From an optimization exercise on the open Yosys and OpenROAD flow, aimed at small area and a short achievable clock period; shortcuts taken in it are not production practice. Only simulation tests tie the RTL to the original design; equivalence was not proved. Power and IR drop assume default switching activity.

==> flow/design.v (excerpt) <==
module neural_network (
    input wire clk,
    input wire reset,
    input wire changes,
    input wire [1:0] selector_output,
    input wire [7:0] data_in,
    output wire [7:0] network_outputs
);
For scale: ~240 flip-flops, ~21 I/O pins, ~0.020 mm² of cells after synthesis.
Settings: LEC_CHECK=0, CAP_MARGIN=20, CORE_MARGIN=2, CORE_UTILIZATION=40, SETUP_SLACK_MARGIN=3.5, SLEW_MARGIN=20, SYNTH_HIERARCHICAL=1; clock period 9.0 ns.
run.sh (not shown) runs the stock make flow with config.mk's settings and CLKGATE_MAP_FILE= SYNTH_SCRIPT=/design/flow/synth_recipe.tcl, a recipe that flattens the netlist after the stock synthesis.
The baseline ran to the end with no violations.
==> next run, changes <==
- CTS_CLUSTER_DIAMETER: not set -> 100
- CTS_CLUSTER_SIZE: not set -> 40
- SETUP_SLACK_MARGIN: 3.5 -> 4.5
The new run completed with no timing, DRC or antenna violations.
Non-clock buffer count goes up by 60.
Fmax rises slightly.
Total power fell by roughly a tenth.
Design area goes up by a few percent.
Worst setup slack improves by 0.076 ns.
Die area is unchanged.
Clock power goes down by a quarter to a third.
Area after synthesis is unchanged.
Combinational power increases by about a fifth.

* * *

neural_network, a different RTL version from the one above (not shown whole).
For scale: roughly 2000 cells after synthesis, about 240 flip-flops, about 21 I/O pins, roughly 21000 sq um of cells after synthesis.
Design neural_network, start of the top module:
module neural_network (
    input wire clk,
    input wire reset,
    input wire changes,
    input wire [1:0] selector_output,
    input wire [7:0] data_in,
    output wire [7:0] network_outputs
);
wire st_in, st_buff, st_out;
wire n_in, n_hold, n_out, p_take, p_keep;
machine machine_inst (
    .clk(clk), .reset(reset), .changes(changes),
    .st_in(st_in), .st_buff(st_buff), .st_out(st_out),
    .n_in(n_in), .n_hold(n_hold), .n_out(n_out), .p_take(p_take), .p_keep(p_keep)
);
wire [191:0] p;
register_parameters reg_params_inst (
    .clk(clk), .take(p_take), .keep(p_keep), .data_in(data_in), .p(p)
);
wire [7:0] x0, x1, x2, x3;
wire [7:0] s0, s1, s2, s3;
wire [3:0] neg_r;
shift_register_inputs shift_reg_inst (
    .clk(clk), .n_in(n_in), .n_hold(n_hold), .n_out(n_out),
    .data_in(data_in), .selector_output(selector_output),
    .s0(s0), .s1(s1), .s2(s2), .s3(s3), .neg_r(neg_r),
  ...
clock: 9.0 ns
lec_check: 0
cap_margin: 20
core_margin: 2
core_utilization: 40
setup_slack_margin: 4.5
slew_margin: 20
synth_hierarchical: 1
Edit:
CORE_UTILIZATION = 55   (was 40)
Outcome: The new run finished clean; power shrinks by 1.5%; first-iteration DRC count went down by 2.4%; routed wire length came out lower by 0.85%; setup slack gets better by 23 ps; final area shrinks by 0.46%; non-clock buffer count increases by 12.

* * *

RTL: one of the versions met above, not the one the previous note started from.
Size in the first run: ~2,000 cells after synthesis, ~21 I/O pins.
Settings: LEC_CHECK=0, CAP_MARGIN=20, CORE_MARGIN=2, CORE_UTILIZATION=40, CTS_CLUSTER_DIAMETER=80, CTS_CLUSTER_SIZE=30, SETUP_SLACK_MARGIN=3.5, SLEW_MARGIN=20, SYNTH_HIERARCHICAL=1; clock period 9.0 ns.
Rerun with:
==> flow/flow/run.sh (new file) <==
#!/bin/bash
# The standard layout with its standard synthesis unchanged; the only
# difference is MATCH_CELL_FOOTPRINT=0, which lets timing repair resize cells
# to footprints other than the one synthesis chose. ORFS writes each tool's
# log under orfs/logs; make's own output goes to standard.log.
set -euo pipefail
bash standard.sh MATCH_CELL_FOOTPRINT=0 finish > standard.log 2>&1
==> flow/standard.sh (new file) <==
#!/bin/bash
# synth_recipe.tcl (not shown) runs the flow's synth.tcl, then flattens the netlist and writes it again
# the make line also repeats each setting of config.mk as NAME=value (left out here)
make -C /OpenROAD-flow-scripts/flow DESIGN_CONFIG=/design/flow/config.mk WORK_HOME=/design/flow/orfs CLKGATE_MAP_FILE= SYNTH_SCRIPT=/design/flow/synth_recipe.tcl "${@:-finish}"
CTS_CLUSTER_DIAMETER = default   (was 80)
CTS_CLUSTER_SIZE = default   (was 30)
SETUP_SLACK_MARGIN = 3.25   (was 3.5)
removed: flow/run.sh
The new run finished clean.
Die area stays the same.
Power came out higher by 3.2%.
Clock skew stays flat.
Wire length shrinks by 6.1%.
Worst setup slack gets worse by 0.14 ns.
Core utilization goes down by 2.0 points.
Sequential share of layout area rose by 0.65 points.
Hold slack loses 0.0039 ns.
Fmax is lower by 2.6%.
Combinational power went down by 24%.
Rerun with:
==> flow/run.sh (new file) <==
#!/bin/bash
# synth_recipe.tcl (not shown) runs the flow's synth.tcl, then flattens the netlist and writes it again
# the make line also repeats each setting of config.mk as NAME=value (left out here)
make -C /OpenROAD-flow-scripts/flow DESIGN_CONFIG=/design/flow/config.mk WORK_HOME=/design/flow/orfs CLKGATE_MAP_FILE= SYNTH_SCRIPT=/design/flow/synth_recipe.tcl finish
removed: flow/flow/run.sh
removed: flow/standard.sh
Outcome: The changed run produced a clean layout. Sequential share of layout area is unchanged. Worst setup slack stays the same. Wire length does not change. Total power does not change. Clock skew is unchanged. Cell area is unchanged. Synthesized cell count stays the same. Critical path depth does not change. Non-clock buffer count stays the same. Synthesized area is unchanged.
Rerun with:
SETUP_SLACK_MARGIN = 3.4   (was 3.25)
After rerunning: Non-clock buffer count increases by 20. Power is higher by 1.5%. Register-to-register slack improved by 0.08 ns. Wire length goes up by 5.4%. Worst hold slack hardly moves. Die area is unchanged.
Rerun with:
SETUP_SLACK_MARGIN = 3.75   (was 3.4)
Outcome: The new run completed with no timing, DRC or antenna violations. Die area is unchanged. Maximum frequency came out higher by 0.52%. Total power rises by 11%. Non-clock buffer count rises by 36. Synthesized cell count stays the same.
Rerun with:
SETUP_SLACK_MARGIN = 3   (was 3.75)
Result: The changed run went through all stages and came out clean; power shrinks by about 12%; core utilization decreases by 4.4 points; non-clock buffer count went down by 65.

* * *

## job 7591
neural_network again, from the RTL that the note above started with.
export LEC_CHECK = 0
export CAP_MARGIN = 20
export CORE_MARGIN = 2
export CORE_UTILIZATION = 40
export PLACE_DENSITY = 0.7
export SETUP_SLACK_MARGIN = 3.25
export SLEW_MARGIN = 20
export SYNTH_HIERARCHICAL = 1
create_clock -name core_clock -period 9.0 [get_ports {clk}]
Stock flow here: none of the scripts above is used.
Looking at the reports, job 7591 completed the entire flow and the layout it produced met the timing, design-rule and antenna checks.
Relative to job 7591, the following input files were edited for job 6061:
- PLACE_DENSITY: 0.7 -> 0.8
## What came out
Compared with job 7591, in job 6061 length in cells of the worst reg-to-reg path rose by 3; portion of total power attributed to combinational logic rose by 0.6 points.
Going from job 7591 to job 6061, final period utilization shrinks by 0.43 points.
There was hardly any difference in worst hold slack across all endpoints between job 6061 and job 7591.
Setup slack in job 6061 is larger than in job 7591.
Final area across job 6061 and job 7591: no real change.
Min detailed-route via count across job 6061 and job 7591: job 7591
In the metrics for job 6061 and job 7591, the one carrying the higher global placer's final weighted congestion is job 6061.
The inputs of job 192 differ from those of job 6061 as listed below.
- SETUP_SLACK_MARGIN changed from 3.25 to 4.5
- PLACE_DENSITY removed (was 0.8)
--- outcome ---
Job 192 | stages: all done | timing, DRC, antenna: all pass. | maximum fanout count along the critical path | job 192 vs job 6061 | 9 lower |. Min routed wire length on met2 across job 6061 and job 192: job 6061. Job 6061 has a lower minimum setup slack in the final design than job 192. Lower relative contribution of the clock network to total power was reported by job 6061, not job 192. Taking job 6061 as the reference point, the non-clock buffer share of cell area of job 192 rises by 4.2 points. On clock period minus final worst setup slack: between job 6061 and job 192, it ends up lower for job 192.

* * *

RTL: one of the versions met above, not the one the previous note started from.
For scale: about 240 flip-flops, about 21 I/O pins, ~21000 um2 of cells after synthesis.
make LEC_CHECK=0 CAP_MARGIN=20 CORE_MARGIN=2 CORE_UTILIZATION=40 SETUP_SLACK_MARGIN=4 SLEW_MARGIN=20 SYNTH_HIERARCHICAL=1 finish   # period 9.0 ns
Then changed:
==> flow/flow/run.sh (new file) <==
#!/bin/bash
# The standard layout with its standard synthesis unchanged; the only
# difference is MATCH_CELL_FOOTPRINT=0, which lets timing repair resize cells
# to footprints other than the one synthesis chose. ORFS writes each tool's
# log under orfs/logs; make's own output goes to standard.log.
set -euo pipefail
bash standard.sh MATCH_CELL_FOOTPRINT=0 finish > standard.log 2>&1
==> flow/standard.sh (new file) <==
#!/bin/bash
# synth_recipe.tcl (not shown) runs the flow's synth.tcl, then flattens the netlist and writes it again
# the make line also repeats each setting of config.mk as NAME=value (left out here)
make -C /OpenROAD-flow-scripts/flow DESIGN_CONFIG=/design/flow/config.mk WORK_HOME=/design/flow/orfs CLKGATE_MAP_FILE= SYNTH_SCRIPT=/design/flow/synth_recipe.tcl "${@:-finish}"
- SETUP_SLACK_MARGIN: 4 -> 5
removed: flow/run.sh
The changed run finished with timing, DRC and antenna clean.
Count of clock-buffer cells in the layout falls by 2.
Wire length stays flat.
Worst setup slack degrades by 0.015 ns.
Synthesized cell count stays the same.
Register-to-register slack hardly moves.
Then changed:
==> flow/run.sh (new file) <==
#!/bin/bash
# synth_recipe.tcl (not shown) runs the flow's synth.tcl, then flattens the netlist and writes it again
# the make line also repeats each setting of config.mk as NAME=value (left out here)
make -C /OpenROAD-flow-scripts/flow DESIGN_CONFIG=/design/flow/config.mk WORK_HOME=/design/flow/orfs CLKGATE_MAP_FILE= SYNTH_SCRIPT=/design/flow/synth_recipe.tcl finish
- CTS_BUF_LIST: unset -> sky130_fd_sc_hd__clkbuf_4 sky130_fd_sc_hd__clkbuf_8
- SETUP_SLACK_MARGIN: 5 -> 4.5
removed: flow/flow/run.sh
removed: flow/standard.sh
After rerunning: Hold slack hardly moves; routed wire length grows by a few percent; utilization goes up by 0.28 points; sequential share of layout area barely changes; fmax went down slightly; via count came out higher slightly.

-- separate check: timing with driven ports --
How much do the figures lean on ideal ports? The routed layouts below were timed once more, with nothing changed but the port constraints.
Step 1 assumes that a clkbuf_16 drives the clock port and a buf_2 every other input.
Step 2 also shifts input and output timing later by t, the mid clock arrival at the registers, as if the neighbouring blocks saw the same clock.
a / b / c = no drivers / after step 1 / after step 2; a / b = the first two.
run	t (ns)	setup WS [ns]	worst hold slack (ns)	worst setup path after step 2	worst register clock-pin slew, ns
the first run of note 1	0.627	3.594 / 3.594 / 3.594	0.447 / 0.447 / 0.447	register to register	0.06 / 0.06
the second run of note 1	0.584	3.670 / 3.670 / 3.670	0.466 / 0.466 / 0.466	register to register	0.12 / 0.12
the first run of note 2	0.641	3.712 / 3.712 / 3.712	0.442 / 0.442 / 0.442	register to register	0.07 / 0.07
the second run of note 2	0.632	3.735 / 3.735 / 3.735	0.460 / 0.460 / 0.460	register to register	0.07 / 0.07
the first run of note 3	0.593	3.586 / 3.586 / 3.586	0.455 / 0.455 / 0.455	register to register	0.11 / 0.11
the second run of note 3	0.622	3.443 / 3.443 / 3.443	0.451 / 0.451 / 0.451	register to register	0.06 / 0.06
the third run of note 3	0.622	3.443 / 3.443 / 3.443	0.451 / 0.451 / 0.451	register to register	0.06 / 0.06
the fourth run of note 3	0.625	3.520 / 3.520 / 3.520	0.451 / 0.451 / 0.451	register to register	0.06 / 0.06
the fifth run of note 3	0.633	3.549 / 3.549 / 3.549	0.457 / 0.457 / 0.457	register to register	0.07 / 0.07
the sixth run of note 3	0.623	3.234 / 3.234 / 3.234	0.451 / 0.451 / 0.451	register to register	0.06 / 0.06
job 7591	0.611	3.348 / 3.348 / 3.348	0.457 / 0.457 / 0.457	register to register	0.07 / 0.07
job 6061	0.605	3.387 / 3.387 / 3.387	0.459 / 0.459 / 0.459	register to register	0.07 / 0.07
job 192	0.627	3.661 / 3.661 / 3.661	0.453 / 0.453 / 0.453	register to register	0.06 / 0.06
the first run of note 5	0.634	3.629 / 3.629 / 3.629	0.462 / 0.462 / 0.462	register to register	0.07 / 0.07
the second run of note 5	0.627	3.614 / 3.614 / 3.614	0.464 / 0.464 / 0.464	register to register	0.06 / 0.06
the third run of note 5	0.694	3.593 / 3.593 / 3.593	0.463 / 0.463 / 0.463	register to register	0.07 / 0.07
After both steps every run listed still meets setup and hold.
